This is an optimization exercise on Yosys and OpenROAD, whose aim is small area, not a production implementation.
Where RTL was checked, it was by simulation tests only, not by an equivalence proof against the original.
Power figures rest on the tool's default switching activity, not on a simulated workload.

## cedar
==> flow/design.v (excerpt) <==
module i2c_top(
    input           clk,
    input           rstn,
    input           apb_sel,
    input           apb_en,
    input           apb_write,
    output          apb_ready,
    input  [31:0]   apb_addr,
    input  [31:0]   apb_wdata,
    output [31:0]   apb_rdata,
    output          i2c_irq,
    input           i2c_scl_i,
    output          i2c_scl_o,
    input           i2c_sda_i,
    output          i2c_sda_o
);
    wire [4:0]                  tx_fifo_ocy                     ;
    wire                        tx_fifo_wr                      ;
    wire [9:0]                  tx_fifo_din                     ;
    wire [4:0]                  rx_fifo_ocy                     ;
    wire                        rx_fifo_rd                      ;
    wire [7:0]                  rx_fifo_dout                    ;
    wire [4:0]                  rx_fifo_pirq                    ;
    wire [9:0]                  slv_adr                         ;
    wire [6:0]                  cr                              ;
    wire [7:0]                  cr_clr                          ;
    wire [6:0]                  cr_set                          ;  
    wire [7:0]                  sr                              ;
    wire [7:0]                  irq_req                         ;
    wire [31:0]                 tsusta                          ;
    wire [31:0]                 tsusto                          ;
    wire [31:0]                 thdsta                          ;
    wire [31:0]                 tsudat                          ;
    wire [31:0]                 tbuf                            ;
    wire [31:0]                 thigh                           ;
    wire [31:0]                 tlow                            ;
  ...
Size in the first run: ~2600 cells after synthesis, roughly 800 flip-flops, about 110 I/O pins, roughly 34000 um2 of cells after synthesis.
Settings: LEC_CHECK=0, CAP_MARGIN=20, CORE_MARGIN=2, CORE_UTILIZATION=50, CTS_BUF_LIST=sky130_fd_sc_hd__clkbuf_8, CTS_CLUSTER_DIAMETER=60, CTS_CLUSTER_SIZE=16, SLEW_MARGIN=20; clock period 12.0 ns.
run.sh (not shown) runs the stock make flow with config.mk's settings and CLKGATE_MAP_FILE= SYNTH_SCRIPT=/design/flow/synth_recipe.tcl, a recipe that flattens the netlist after the stock synthesis.
cedar finished every step from synthesis to the final layout, and the layout passed the timing, design-rule and antenna checks.
Setup changes, cedar to birch
--- a/flow/design.v
+++ b/flow/design.v
@@ -980,24 +980,22 @@
 reg        dSCL, dSDA;       
 reg [3:0]  filter_cnt;       
 reg [31:0] timing_cnt;
 always@(posedge clk or negedge rstn)
 begin
     if(!rstn) begin
         timing_cnt <= 32'b0;
         tlow_dflt  <= 1'b1;
     end
-    else if(scl_gauge_en) begin
-        if(scl_rising || scl_faling)
-            timing_cnt <= 32'b0;
-        else if(busy)
-            timing_cnt <= timing_cnt + 1'b1;
-        if(scl_rising) tlow_dflt <= 1'b0;
+    else begin
+        timing_cnt <= (scl_gauge_en & (scl_rising | scl_faling)) ? 32'b0 :
+                      timing_cnt + {31'b0, scl_gauge_en & busy};
+        if(scl_gauge_en & scl_rising) tlow_dflt <= 1'b0;
     end
 end
 always@(posedge clk)
 begin
     if(scl_gauge_en && scl_rising) tlow <= timing_cnt;
 end
 always @(posedge clk or negedge rstn)
     if (!rstn) begin
         cSCL <= 2'b00;
@@ -1190,32 +1188,32 @@
       end
       else begin
       if (scl_rising) dout <= sda_i;
       if (scl_falling && (dout != sda_i) && cstate == rd_b) 
           rsta_det <=1'b1;
       else if(cmd_ack)
           rsta_det <=1'b0;
       end
     always @(posedge clk or negedge rstn)
+      if (!rstn) cnt <= 32'b0;
+      else       cnt <= (al | (ena & cnt_clr)) ? 32'b0 : cnt + {31'b0, ena & !slv_wait};
+    always @(posedge clk or negedge rstn)
       if (!rstn) begin
           cstate <= idle;
           scl_o   <= 1'b1;
           sda_o   <= 1'b1;
-          cnt     <= 32'b0;
       end
       else if (al) begin
           cstate <= idle;
           scl_o   <= 1'b1;
           sda_o   <= 1'b1;
-          cnt     <= 32'b0;
       end
       else if(ena) begin 
-        cnt     <= cnt_nxt;
         cstate  <= nstate;
         scl_o   <= scl_x;
         sda_o   <= sda_x;
       end
     always@(*) begin
         nstate = cstate;
         scl_x  = scl_o;
         sda_x  = sda_o;
         case (cstate) 
Notes after the runs:
u_i2c_core.u_tx_fifo.cnt[3]$_DFFE_PN0P_ as the worst setup path endpoint was reported by cedar, and u_i2c_core.u_rx_fifo.mem[85]$_DFFE_PP_ by birch. Taking cedar as the reference, in birch shortest period the worst path allows now sits higher, per-cell via count in the routed design saw a decrease, clock input transition at the sequential cells of the worst setup and hold paths went down by 20 ps. birch has share of the clock period used by the worst path above what cedar had. For birch, the timing startpoint of the critical path was u_i2c_core.u_i2c_phy.u_i2c_phy_fsm.cstate[2]$_DFFE_PN0P_, unlike cedar, where it was u_i2c_core.u_i2c_phy.u_i2c_phy_fsm.cstate[3]$_DFFE_PN0P_. When birch is measured against cedar, its fraction of met2 tracks used by global routing turns out 0.67 points higher. The fraction of final layout cells with drive strength greater than 1 of birch is higher than that of cedar. Compared with cedar, power in birch decreased slightly. birch ends up with a area growth from synthesis to layout that is 1.0 points higher than in cedar.
The RTL of cedar was laid out without a check of its function.

---

i2c_top, a different RTL version from the one above (not shown whole).
Size: about 2,600 cells after synthesis, roughly 800 flip-flops, ~110 I/O pins.
==> flow/config.mk <==
export PLATFORM = sky130hd
export DESIGN_NAME = i2c_top
export DESIGN_NICKNAME = i2c_top
export VERILOG_FILES = /design/flow/design.v
export SDC_FILE = /design/flow/constraint.sdc
export NUM_CORES = 4
export LEC_CHECK = 0
export CAP_MARGIN = 20
export CORE_MARGIN = 2
export CORE_UTILIZATION = 50
export CTS_BUF_LIST = sky130_fd_sc_hd__clkbuf_8
export CTS_CLUSTER_DIAMETER = 60
export CTS_CLUSTER_SIZE = 16
export SLEW_MARGIN = 20
==> flow/constraint.sdc <==
create_clock -name core_clock -period 12.0 [get_ports {clk}]
set_input_delay 2.4000 -clock core_clock [delete_from_list [all_inputs] [get_ports {clk}]]
set_output_delay 2.4000 -clock core_clock [all_outputs]
set_load 0.01 [all_outputs]
standard.sh (not shown) runs the stock make flow with config.mk's settings and CLKGATE_MAP_FILE= SYNTH_SCRIPT=/design/flow/synth_recipe.tcl, a recipe that flattens the netlist after the stock synthesis.
==> flow/flow/run.sh <==
#!/bin/bash
# The standard layout (standard.sh: the ORFS flow, standard synthesis included) with two
# changes: port buffers are sky130_fd_sc_hd__buf_1 instead of the tool's pick, and clock tree
# synthesis inserts no dummy loads. All of make's output goes to flow_make.log here; each ORFS
# step keeps its own log under orfs/logs/.
set -euo pipefail
bash standard.sh \
  "BUFFER_PORTS_ARGS=-buffer_cell sky130_fd_sc_hd__buf_1" \
  "CTS_ARGS=-sink_clustering_enable -repair_clock_nets -buf_list sky130_fd_sc_hd__clkbuf_8 -sink_clustering_size 16 -sink_clustering_max_diameter 60 -dont_use_dummy_load" \
  finish > flow_make.log 2>&1
Change:
--- a/flow/design.v
+++ b/flow/design.v
@@ -850,19 +850,20 @@
         irq_nas         <= nas_x;
         sr_aas          <= aas_x;
         sr_abgc         <= abgc_x;
         cr_msms_r       <= cr_msms;
         msms            <= msms_x;
         adr_phase       <= adr_phase_x;
     end
 end
-always @(posedge clk)
+always @(posedge clk or negedge rstn)
 begin
-    if (load)       sr <= tx_fifo_dout[7:0];
+    if (!rstn)      sr <= 8'h0;
+    else if (load)       sr <= tx_fifo_dout[7:0];
     else if(shift)  sr <= {sr[6:0], phy_rx};
 end
 endmodule
 module i2c_phy(
     input               clk,
     input               rstn,
     input               ena,
     input      [ 3:0]   cmd,
@@ -1187,18 +1188,19 @@
       end
       else begin
       if (scl_rising) dout <= sda_i;
       if (scl_falling && (dout != sda_i) && cstate == rd_b) 
           rsta_det <=1'b1;
       else if(cmd_ack)
           rsta_det <=1'b0;
       end
-    always @(posedge clk)
-      cnt <= (al | (ena & cnt_clr)) ? 32'b0 : cnt + {31'b0, ena & !slv_wait};
+    always @(posedge clk or negedge rstn)
+      if (!rstn) cnt <= 32'b0;
+      else       cnt <= (al | (ena & cnt_clr)) ? 32'b0 : cnt + {31'b0, ena & !slv_wait};
     always @(posedge clk or negedge rstn)
       if (!rstn) begin
           cstate <= idle;
           scl_o   <= 1'b1;
           sda_o   <= 1'b1;
       end
       else if (al) begin
           cstate <= idle;
Global-route usage increases by 1.1 points.
Design area barely changes.
Die area decreases by 0.71%.
Setup slack gets better by 0.63 ns.
Fmax increases by 8.1%.
Critical path depth stays the same.
Sequential share of layout area increases by 0.27 points.
Non-clock buffer count increases by 17.
Count of clock-buffer cells in the layout increases by 7.
Register-to-register slack gets better by 0.63 ns.
Wire length increases by 2.8%.
Clock power increases by about 6%.

-- re-timing with driven ports --
How much do the figures lean on ideal ports? The routed layouts below were timed once more, with nothing changed but the port constraints. Step 1 assumes that a clkbuf_16 drives the clock port and a buf_2 every other input. Step 2 adds t to the input delays and takes it off the output delays; t is the mean of the earliest and latest rising clock arrival at the registers after step 1. Input paths then give back, and output paths get back, about the clock's delay inside the block. a / b / c = no drivers / after step 1 / after step 2; a / b = the first two.
run | shift t [ns] | setup slack, ns | pins driven straight from the clock port
cedar | 0.789 | 4.316 / 4.316 / 4.316 | 1
birch | 0.741 | 3.897 / 3.897 / 3.897 | 1
the first run of note 2 | 0.768 | 3.568 / 3.568 / 3.568 | 1
the second run of note 2 | 0.723 | 4.201 / 4.201 / 4.201 | 1
After both steps every run listed still meets setup and hold.
